This is an optimization exercise on Yosys and OpenROAD, whose aim is small area, not a production implementation.
Function was checked by simulation only, so behaviour that the tests miss may differ from the original.

--- config.mk ---
export PLATFORM = sky130hd
export DESIGN_NAME = clock_century
export DESIGN_NICKNAME = clock_century
export VERILOG_FILES = /design/flow/design.v
export SDC_FILE = /design/flow/constraint.sdc
export NUM_CORES = 4
export LEC_CHECK = 0
export CAP_MARGIN = 20
export CORE_MARGIN = 2
export CORE_UTILIZATION = 40
export PLACE_DENSITY = 0.6
export SLEW_MARGIN = 20
--- constraint.sdc ---
create_clock -name core_clock -period 10.0 [get_ports {clk}]
set_input_delay 2.0000 -clock core_clock [delete_from_list [all_inputs] [get_ports {clk}]]
set_output_delay 2.0000 -clock core_clock [all_outputs]
set_load 0.01 [all_outputs]
--- design.v ---
module count#(
    parameter NUM_BIT = 32,
    parameter RESET_VALUE = 0
)(
    input                           clk,
    input                           reset_n,
    input                           inc,
    input                           dec,
    input                           en,
    input        [NUM_BIT - 1 : 0]  max_count,
    output reg   [NUM_BIT - 1 : 0]  count_o,
    output                          done_inc,
    output                          done_dec 
);
always @( posedge clk or negedge reset_n ) begin
    if (~reset_n) begin
        count_o <= RESET_VALUE;
    end
    else begin
        if (~en) begin
            count_o <= count_o;
        end
        else begin
            case ({inc, dec})
                2'b10: begin
                    if (count_o >= max_count) begin
                        count_o <= RESET_VALUE;
                    end
                    else begin
                        count_o <= count_o + 1;
                    end
                end
                2'b01: begin
                    if (count_o > max_count) begin
                        count_o <= max_count - 1;
                    end
                    else begin
                        if (count_o == RESET_VALUE) begin
                            count_o <= max_count;
                        end
                        else begin
                            count_o <= count_o - 1;
                        end
                    end
                end
                2'b00: begin
                    count_o <= count_o;
                end
                2'b11: begin
                    count_o <= count_o;
                end
                default: begin
                    count_o <= count_o;
                end
            endcase 
        end
    end
end
assign done_inc = inc && (count_o == max_count);
assign done_dec = dec && (count_o == RESET_VALUE);
endmodule
module counter_all(
    input clk,
    input reset_n,
    output wire [4:0]    day,
    output wire [3:0]    month,
    output wire [6:0]    year,
    output wire [4:0]    hour,
    output wire [5:0]    minute,
    output wire [5:0]    second,
    input wire [4:0] day_num,
    input wire [4:0] hour_num,
    output wire [4:0] done_inc,
    output wire [4:0] done_dec,
    input wire [5:0] inc,
    input wire [5:0] dec,
    input wire [5:0] en
);
count #(
    .NUM_BIT    (6),
    .RESET_VALUE(0)
) second_inst (
    .clk        (clk),
    .reset_n    (reset_n),
    .inc        (inc[0]),
    .dec        (dec[0]),
    .en         (en[0]),
    .max_count  (59),
    .count_o    (second),
    .done_inc   (done_inc[0]),
    .done_dec   (done_dec[0])
);
count #(
    .NUM_BIT    (6),
    .RESET_VALUE(0)
) minute_inst (
    .clk        (clk),
    .reset_n    (reset_n),
    .inc        (inc[1]),
    .dec        (dec[1]),
    .en         (en[1]),
    .max_count  (59),
    .count_o    (minute),
    .done_inc   (done_inc[1]),
    .done_dec   (done_dec[1])
);
count #(
    .NUM_BIT    (5),
    .RESET_VALUE(0)
) hour_inst (
    .clk        (clk),
    .reset_n    (reset_n),
    .inc        (inc[2]),
    .dec        (dec[2]),
    .en         (en[2]),
    .max_count  (hour_num),
    .count_o    (hour),
    .done_inc   (done_inc[2]),
    .done_dec   (done_dec[2])
);
 count#(
    .NUM_BIT    (5),
    .RESET_VALUE(1)
) day_inst (
    .clk        (clk),
    .reset_n    (reset_n),
    .inc        (inc[3]),
    .dec        (dec[3]),
    .en         (en[3]),
    .max_count  (day_num),
    .count_o    (day),
    .done_inc   (done_inc[3]),
    .done_dec   (done_dec[3])
);
count#(
    .NUM_BIT    (4),
    .RESET_VALUE(1)
) month_inst (
    .clk        (clk),
    .reset_n    (reset_n),
    .inc        (inc[4]),
    .dec        (dec[4]),
    .en         (en[4]),
    .max_count  (12),
    .count_o    (month),
    .done_inc   (done_inc[4]),
    .done_dec   (done_dec[4])
);
count #(
    .NUM_BIT    (7),
    .RESET_VALUE(0)
) year_inst (
    .clk        (clk),
    .reset_n    (reset_n),
    .inc        (inc[5]),
    .dec        (dec[5]),
    .en         (en[5]),
    .max_count  (100),
    .count_o    (year),
    .done_inc(),
    .done_dec()
);
endmodule
module alarm (
    input       clk,
    input       rst_n,
    input [5:0] alarm_min,
    input [4:0] alarm_hour,
    input       alarm_i,
    input [5:0] minute,
    input [4:0] hour,
    output reg  alarm_o
);
reg state_alarm;
always@(posedge clk or negedge rst_n) begin
    if (!rst_n) begin
        state_alarm <= 0;
    end
    else begin
        if (alarm_i) begin
            state_alarm <= !state_alarm;
        end
        else begin
        end
    end
end
always @(posedge clk or negedge rst_n) begin
    if (!rst_n) begin
        alarm_o <= 0;
    end
    else begin
        if (state_alarm) begin
            if (alarm_hour == hour && alarm_min == minute ) begin
                alarm_o <= 1;
            end
            else begin
            end
        end
        else begin
            alarm_o <= 0;
        end
    end
end
endmodule
module decode_input(
    input      [1:0] mode,
    input      [5:0] select,
    input            button_inc,
    input            button_dec,
    input      [4:0] done_inc,
    input      [4:0] done_dec,
    output reg [5:0] inc,
    output reg [5:0] dec,
    output reg [5:0] en
);
always@(mode, select) begin
    case (mode)
        2'b00: begin
            en = 6'b111111;
        end
        2'b01: begin
            en = select;
        end
        2'b10: begin
            en = select;
        end
        2'b11: begin
            en = 6'b111111;
        end
        default: begin
            en = select;
        end
    endcase
end
always@(mode, done_inc, button_inc) begin
    case (mode)
        2'b00: begin
            inc[0] = 1;
            inc[1] = done_inc[0];
            inc[2] = done_inc[1];
            inc[3] = done_inc[2];
            inc[4] = done_inc[3];
            inc[5] = done_inc[4];
        end
        2'b01: begin
            inc[0] = button_inc;
            inc[1] = button_inc;
            inc[2] = button_inc;
            inc[3] = button_inc;
            inc[4] = button_inc;
            inc[5] = button_inc;
        end
        2'b10: begin
            inc[0] = 0;
            inc[1] = 0;
            inc[2] = 0;
            inc[3] = 0;
            inc[4] = 0;
            inc[5] = 0;
        end
        2'b11: begin
            inc[0] = 0;
            inc[1] = 0;
            inc[2] = 0;
            inc[3] = 0;
            inc[4] = 0;
            inc[5] = 0;
        end
        default: begin
            inc[0] = 1;
            inc[1] = done_inc[0];
            inc[2] = done_inc[1];
            inc[3] = done_inc[2];
            inc[4] = done_inc[3];
            inc[5] = done_inc[4];
        end
    endcase    
end
always@(mode, done_dec, button_dec)  begin
    case (mode)
        2'b11: begin
            dec[0] = 1;
            dec[1] = done_dec[0];
            dec[2] = done_dec[1];
            dec[3] = done_dec[2];
            dec[4] = done_dec[3];
            dec[5] = done_dec[4];
        end
        2'b10: begin
            dec[0] = button_dec;
            dec[1] = button_dec;
            dec[2] = button_dec;
            dec[3] = button_dec;
            dec[4] = button_dec;
            dec[5] = button_dec;
        end
        2'b00: begin
            dec[0] = 0;
            dec[1] = 0;
            dec[2] = 0;
            dec[3] = 0;
            dec[4] = 0;
            dec[5] = 0;
        end
        2'b01: begin
            dec[0] = 0;
            dec[1] = 0;
            dec[2] = 0;
            dec[3] = 0;
            dec[4] = 0;
            dec[5] = 0;
        end
        default: begin
            dec[0] = 1;
            dec[1] = done_dec[0];
            dec[2] = done_dec[1];
            dec[3] = done_dec[2];
            dec[4] = done_dec[3];
            dec[5] = done_dec[4];
        end
    endcase    
end
endmodule
module decode_day(
    input                      am_pm,
    input        [6:0]         year,
    input        [3:0]         month,
    output reg   [4:0]         day_num,
    output reg   [4:0]         hour_num
);
always@(*) begin
    if (am_pm) begin
        hour_num = 5'd12;
    end
    else begin
        hour_num = 5'd24;
    end
end
always@(*) begin
    case (month)
         4'd2:begin
            if (year[1:0] == 2'b00) begin
                day_num = 5'd29;
            end
            else begin
                day_num = 5'd28;
            end
        end
        4'd4:begin
            day_num = 5'd30;
        end
        4'd6:begin
            day_num = 5'd30;
        end
        4'd9:begin
            day_num = 5'd30;
        end
        4'd11:begin
            day_num = 5'd30;
        end
        default: begin
            day_num = 5'd31;
        end
    endcase
end
endmodule
module decode_led(
    input      [6:0] a,
    output reg [6:0] led_1,
    output reg [6:0] led_2
);
wire       a_0;
wire [1:0] a_1;
wire [2:0] a_2;
wire [3:0] a_3;
wire [2:0] a_4;
wire [1:0] a_5;
wire [2:0] a_6;
wire [4:0] sum_dvi;
wire [3:0] nho_dvi;
wire [3:0] a_dvi;
wire [3:0] a_ten;
assign a_0 = a[0];
assign a_1 = a[1] ? 2 : 0;
assign a_2 = a[2] ? 4 : 0;
assign a_3 = a[3] ? 8 : 0;
assign a_4 = a[4] ? 6 : 0;
assign a_5 = a[5] ? 2 : 0;
assign a_6 = a[6] ? 4 : 0;
assign sum_dvi = a_0 + a_1 + a_2 + a_3 + a_4 + a_5 + a_6;
assign a_dvi = (sum_dvi >= 20 ) ? (sum_dvi - 20) : ((sum_dvi >= 10) ? (sum_dvi - 10) : sum_dvi);
assign a_ten = ((sum_dvi >= 20 ) ? 2 : ((sum_dvi >= 10) ? 1 : 0)) + (a[5] ? 3 : 0) + (a[4] ? 1 : 0) +(a[6] ? 6 : 0)  ;
always@(a_dvi) begin
    case (a_dvi) 
        4'd1: begin
            led_1 = 7'h79;  
        end
        4'd2: begin
            led_1 = 7'h24;  
        end
        4'd3: begin
            led_1 = 7'h30;  
        end
        4'd4: begin
            led_1 = 7'h19;  
        end
        4'd5: begin
            led_1 = 7'h12;  
        end
        4'd6: begin
            led_1 = 7'h02;  
        end
        4'd7: begin
            led_1 = 7'h78;  
        end
        4'd8: begin
            led_1 = 7'h00;  
        end
        4'd9: begin
            led_1 = 7'h10;  
        end
        default     : begin
            led_1 = 7'h40;  
        end
    endcase
end
always@(a_ten) begin
    case (a_ten) 
        4'd1: begin
            led_2 = 7'h79;  
        end
        4'd2: begin
            led_2 = 7'h24;  
        end
        4'd3: begin
            led_2 = 7'h30;  
        end
        4'd4: begin
            led_2 = 7'h19;  
        end
        4'd5: begin
            led_2 = 7'h12;  
        end
        4'd6: begin
            led_2 = 7'h02;  
        end
        4'd7: begin
            led_2 = 7'h78;  
        end
        4'd8: begin
            led_2 = 7'h00;  
        end
        4'd9: begin
            led_2 = 7'h10;
        end
        default     : begin
            led_2 = 7'h40;  
        end
    endcase
end
endmodule
module decode_all(
    input wire [4:0]    day,
    input wire [3:0]    month,
    input wire [6:0]    year,
    input wire [4:0]    hour,
    input wire [5:0]    minute,
    input wire [5:0]    second,
    output [13:0]   led_day,
    output [13:0]   led_month,
    output [13:0]   led_year,
    output [13:0]   led_hour,
    output [13:0]   led_min,
    output [13:0]   led_sec
);
decode_led decode_led_sec_inst(
    .a          ({1'h0,second}),
    .led_1      (led_sec[6:0]),
    .led_2      (led_sec[13:7])
);      
decode_led decode_led_min_inst(
    .a          ({1'h0,minute}),
    .led_1      (led_min[6:0]),
    .led_2      (led_min[13:7])
);
decode_led decode_led_hour_inst(
    .a          ({2'h0,hour}),
    .led_1      (led_hour[6:0]),
    .led_2      (led_hour[13:7])
);
decode_led decode_led_day_inst(
    .a          ({2'h0,day}),
    .led_1      (led_day[6:0]),
    .led_2      (led_day[13:7])
);
decode_led decode_led_month_inst(
    .a          ({3'h0,month}),
    .led_1      (led_month[6:0]),
    .led_2      (led_month[13:7])
);
decode_led decode_led_year_inst(
    .a          (year),
    .led_1      (led_year[6:0]),
    .led_2      (led_year[13:7])
);
endmodule
module clock_century(
    input           clk,
    input           reset_n,
    input  [1:0]    mode,
    input  [5:0]    select,
    input           button_inc,
    input           button_dec,
    input           am_pm,
    input [5:0]     alarm_min,
    input [4:0]     alarm_hour,
    input           alarm_i,
    output          alarm_o,
    output [13:0]   led_day,
    output [13:0]   led_month,
    output [13:0]   led_year,
    output [13:0]   led_hour,
    output [13:0]   led_min,
    output [13:0]   led_sec
);
wire [4:0]    day;
wire [3:0]    month;
wire [6:0]    year;
wire [4:0]    hour;
wire [5:0]    minute;
wire [5:0]    second;
wire [4:0] day_num;
wire [4:0] hour_num;
wire [4:0] done_inc;
wire [4:0] done_dec;
wire [5:0] inc;
wire [5:0] dec;
wire [5:0] en;
alarm alarm_inst(
    .clk        (clk),
    .rst_n      (reset_n),
    .alarm_min  (alarm_min),
    .alarm_hour (alarm_hour),
    .alarm_i    (alarm_i),
    .minute     (minute),
    .hour       (hour),
    .alarm_o    (alarm_o)
);
decode_input decode_input_inst(
    .mode       (mode),
    .select     (select),
    .button_inc (button_inc),
    .button_dec (button_dec),
    .done_inc   (done_inc),
    .done_dec   (done_dec),
    .inc        (inc),
    .dec        (dec),
    .en         (en)
);
decode_day decode_day_inst(
    .am_pm      (am_pm),
    .year       (year),
    .month      (month),
    .day_num    (day_num),
    .hour_num   (hour_num)
);
counter_all counter_all_inst(
    .clk(clk),
    .reset_n(reset_n),
    .day(day),
    .month(month),
    .year(year),
    .hour(hour),
    .minute(minute),
    .second(second),
    .day_num(day_num),
    .hour_num(hour_num),
    .done_inc(done_inc),
    .done_dec(done_dec),
    .inc(inc),
    .dec(dec),
    .en(en)
);
decode_all decode_all_inst(
    .day(day),
    .month(month),
    .year(year),
    .hour(hour),
    .minute(minute),
    .second(second),
    .led_day(led_day),
    .led_month(led_month),
    .led_year(led_year),
    .led_hour(led_hour),
    .led_min(led_min),
    .led_sec(led_sec)
);
endmodule
--- run.sh ---
#!/bin/bash
# synth_recipe.tcl (not shown) runs the flow's synth.tcl, then flattens the netlist and writes it again
# the make line also repeats each setting of config.mk as NAME=value (left out here)
make -C /OpenROAD-flow-scripts/flow DESIGN_CONFIG=/design/flow/config.mk WORK_HOME=/design/flow/orfs CLKGATE_MAP_FILE= SYNTH_SCRIPT=/design/flow/synth_recipe.tcl finish
==> tab_implementation.tex <==
\begin{tabular}{lr}
\hline
Metric & Value \\
\hline
\multicolumn{2}{l}{\textbf{Run}} \\
Number of violations of the max-capacitance limit & 0 \\
\multicolumn{2}{l}{\textbf{Drt}} \\
Pre-Repair DR Iteration Count & 5 \\
Via density per instance & 5.19 \\
Vias after detailed routing & 6029 \\
Residual DRC count & 0 \\
Final Routed Wirelength & 14900 µm \\
DRC marker count from the first detailed-route iteration & 409 \\
Number of routed nets with antenna violations & 0 \\
Average detailed-routed wire length per instance & 12.8 µm \\
\multicolumn{2}{l}{\textbf{Worst setup path}} \\
Required @ worst endpoint & 8.00 ns \\
CP max-delay cell & sky130\_fd\_sc\_hd\_\_dfrtp\_1 \\
WP depth & 17 \\
Startpoint type of the worst setup path & flop \\
Max FO, Critical Path & 10 \\
Arrival time of data at the critical path endpoint & 4.91 ns \\
Combined buffer and inverter count along the critical path & 7 \\
Most frequent cell on the critical path & sky130\_fd\_sc\_hd\_\_inv\_1 \\
Number of cells on the worst reg-to-reg path & 15 \\
Path type of the worst setup path & flop to primary output \\
CP Cell Sequence & inv\_1 > fa\_1 > inv\_1 > ha\_1 > inv\_1 > ha\_1 > inv\_1 > o21ai\_0 > a31oi\_1 > inv\_1 > fa\_1 > ha\_1 > inv\_1 > fa\_1 > nand2b\_1 > o21ai\_0 > clkdlybuf4s50\_1 \\
Critical Path Max Stage Delay & 0.55 ns \\
Capturing element type of the critical path & primary output \\
Crit-path leading delay family & adder cells \\
\multicolumn{2}{l}{\textbf{Die}} \\
Die area & 17700 µm² \\
Height of the chip & 133 µm \\
Ports placed on the boundary & 110 \\
Core area & 16400 µm² \\
Row Count & 47 \\
Horizontal die dimension & 133 µm \\
Initial core utilization & 40.6\% \\
\multicolumn{2}{l}{\textbf{STA}} \\
Minimum setup slack in the final design & 3.09 ns \\
Final Max Tran Viols & 0 \\
Endpoints failing setup & 0 \\
Unrepaired setup endpoints after global routing & false \\
Slew at the pin with the worst max-slew slack & 0.929 ns \\
Maximum clock frequency & 145 MHz \\
Fin Hold WS & 0.477 ns \\
Final setup TNS & 0 ns \\
Worst-case headroom to the max-slew limit & 38.0\% \\
Hold Violations, Final & 0 \\
Min Tclk post-route & 6.91 ns \\
Layout Skew & 0.00439 ns \\
Tcrit/Tclk final & 69.1\% \\
\multicolumn{2}{l}{\textbf{Clocking}} \\
Buffer count from post-CTS setup fixing & 0 \\
Clock net sink count & 35 \\
Count of instances resized after the clock tree is built & 0 \\
Later-pin clock latency in the skew report & 0.28 ns \\
CTS Hold Bufs & 0 \\
Total CTS buffers & 5 \\
Count of H-tree levels built during CTS & 2 \\
Clock tree from TritonCTS & built \\
Root buffer cell & sky130\_fd\_sc\_hd\_\_clkbuf\_16 \\
Worst-path clk slew & 0.06 ns \\
Bufs on Longest Clock Path & 2 \\
\multicolumn{2}{l}{\textbf{Final layout}} \\
Filler cell count & 1629 \\
Final core utilization & 48.5\% \\
N\_diodes & 0 \\
Final non-filler cell area & 7950 µm² \\
Final instance count without filler cells & 1161 \\
Number of nets in the layout & 1092 \\
Proportion of layout cells with a drive suffix above 1 & 5.84\% \\
Area growth, synth to finish & 19.3\% \\
\multicolumn{2}{l}{\textbf{Status}} \\
Outcome & complete, no violations \\
\multicolumn{2}{l}{\textbf{Logic synthesis}} \\
Dominant cells by area after synthesis & sky130\_fd\_sc\_hd\_\_ha\_1 (21\%), sky130\_fd\_sc\_hd\_\_dfrtp\_1 (12\%), sky130\_fd\_sc\_hd\_\_inv\_1 (5.7\%) \\
Synth Warn \# & 13 \\
Area share of the leading cell type in the synthesized netlist & 20.8\% \\
Post-synthesis sequential area ratio & 13.2\% \\
Unique masters post-synth & 82 \\
Fraction of registers with async set/reset & 100\% \\
Most common library cells after synthesis & sky130\_fd\_sc\_hd\_\_ha\_1 (111), sky130\_fd\_sc\_hd\_\_inv\_1 (101), sky130\_fd\_sc\_hd\_\_nand2\_1 (86) \\
Syn Area/Cell & 7.72 µm² \\
Most frequent cell after synthesis & sky130\_fd\_sc\_hd\_\_ha\_1 \\
Most frequently used flop master after synthesis & sky130\_fd\_sc\_hd\_\_dfrtp\_1 \\
Summed instance area of the synthesized netlist & 6670 µm² \\
Instance count of the mapped netlist & 863 \\
Number of enable-type register cells in the synthesized netlist & 0 \\
Flip-flop and latch count after synthesis & 35 \\
Library cell occupying the most area in the post-synthesis netlist & sky130\_fd\_sc\_hd\_\_ha\_1 \\
\multicolumn{2}{l}{\textbf{Placed design}} \\
Number of cells in the design after placement & 1153 \\
DPL Wire Length & 11600 µm \\
GPL Wtd Cong & 0.849 \\
Post-Place Cell Area & 7820 µm² \\
Buffers added on ports & 106 \\
Place WS & 3.40 ns \\
\multicolumn{2}{l}{\textbf{Hold path}} \\
Worst hold path cell count & 1 \\
Classification of the worst-slack hold path & flop to flop \\
\multicolumn{2}{l}{\textbf{GRT}} \\
Overall Global Routing Usage & 16.9\% \\
Global route total overflow & 0 \\
First-pass GRT wire length & 25800 µm \\
Number of antenna violations at the first check in global routing & 0 \\
Via count of the first global-routing pass & 5425 \\
Pin count of the biggest net entering global routing & 36 \\
\hline
\end{tabular}
==> kinds of logic after synthesis <==
group | count (synthesis) | synth area share (%)
multiplexers | 39 | 6.29
buffers and inverters | 141 | 8.62
other | 2 | 0.113
flip-flops | 35 | 13.2
XOR/XNOR | 25 | 3.57
adder cells (fa/ha/maj) | 128 | 25.8
AO/OA/AOI/OAI | 231 | 23.8
AND/OR/NAND/NOR | 262 | 18.6
==> cells in the final DEF, fill, tap and decap left out, types with 6 or more instances in the layout <==
master                            netlist  final
sky130_fd_sc_hd__o211ai_1               6      6
sky130_fd_sc_hd__o21ai_1                6      6
sky130_fd_sc_hd__nor3b_1                6      6
sky130_fd_sc_hd__nor2_1                64     64
sky130_fd_sc_hd__a211oi_1               9      9
sky130_fd_sc_hd__mux2_2                11     11
sky130_fd_sc_hd__o22ai_1                7      7
sky130_fd_sc_hd__nand2b_1              15     15
sky130_fd_sc_hd__nor2b_1                8      8
sky130_fd_sc_hd__and2_1                 7      7
sky130_fd_sc_hd__fa_1                  16     16
sky130_fd_sc_hd__xnor2_1               18     18
sky130_fd_sc_hd__a21o_1                14     14
sky130_fd_sc_hd__mux2i_1               24     24
sky130_fd_sc_hd__inv_1                101    101
sky130_fd_sc_hd__xor2_1                 6      6
sky130_fd_sc_hd__o21ai_0               52     52
sky130_fd_sc_hd__nand3_1               23     23
sky130_fd_sc_hd__nor3_1                19     19
sky130_fd_sc_hd__a21oi_1               56     56
sky130_fd_sc_hd__a31oi_1               11     11
sky130_fd_sc_hd__ha_1                 111    111
sky130_fd_sc_hd__or2_2                  7      7
sky130_fd_sc_hd__nand2_1               86     86
sky130_fd_sc_hd__clkdlybuf4s50_1        0    105
sky130_fd_sc_hd__and3_1                 9      9
sky130_fd_sc_hd__dfrtp_1               33     33
==> state kept, by name (all words and copies together) (netlist names) <==
register,count
counter_all_inst.hour_inst.count_o,5
counter_all_inst.day_inst.count_o,5
alarm_inst.alarm_o,1
counter_all_inst.month_inst.count_o,4
alarm_inst.state_alarm,1
counter_all_inst.minute_inst.count_o,6
counter_all_inst.year_inst.count_o,7
counter_all_inst.second_inst.count_o,6
==> worst register-to-register path: cells and delay by family (launching register included) <==
family / cells / cell delay (ns)
compound gates: 6 / 2.18
fa+ha+maj: 3 / 0.69
flops: 1 / 0.65
simple gates: 5 / 0.63
buf+inv: 1 / 0.16
==> metal layers <==
layer  vias to the layer above  wire (µm)  track usage, %
met5                         -          0               0
met4                         0        189            3.82
met3                        11        535            2.07
met2                       107       6790            27.8
met1                      2759       7400            23.8
li1                       3152          -               -
==> worst paths after layout <==
kind | startpoint | end | slack, ns
max | counter_all_inst.year_inst.count_o[6] | led_year[11] | 3.09
min | alarm_inst.state_alarm | alarm_inst.state_alarm | 0.48
max reg2reg | counter_all_inst.month_inst.count_o[0] | counter_all_inst.year_inst.count_o[0] | 5.57
min reg2reg | alarm_inst.state_alarm | alarm_inst.state_alarm | 0.48
max in group asynchronous | reset_n | counter_all_inst.year_inst.count_o[3] | 7.59
min in group asynchronous | reset_n | counter_all_inst.hour_inst.count_o[3] | 1.85
==> layout make-up <==
class                           instances  area (µm²)  area share [%]
Timing Repair Buffer                  106        1060            13.3
Tap cell                              220         275            3.46
Inverter                              104         390            4.91
Multi-Input combinational cell        688        5220            65.6
Sequential cell                        35         878            11.0
Clock buffer                            8         136            1.71

[port drivers added, routing unchanged]
The results above use ideal ports. As a check the final layout listed here was re-extracted and re-timed, cells and wires unchanged.
Step 1 sets driving cells, clkbuf_16 on the clock port and buf_2 on the other inputs (assumed; they add their load-dependent delay and slew).
Step 2 times the ports against the registers' clock, not the clock port: input delays grow and output delays shrink by t, the midpoint of the rising clock arrivals with the driver on.
Slacks: ideal / step 1 / step 2; pairs: ideal / step 1.
shift t [ns]: 0.320
slack for setup (ns): 3.087 / 3.050 / 3.369
worst data-port slew with drivers (ns): 0.04
After both steps this run still meets setup and hold. The setup slack of this run moves by -0.037 ns with the drivers and by +0.282 ns with both steps.
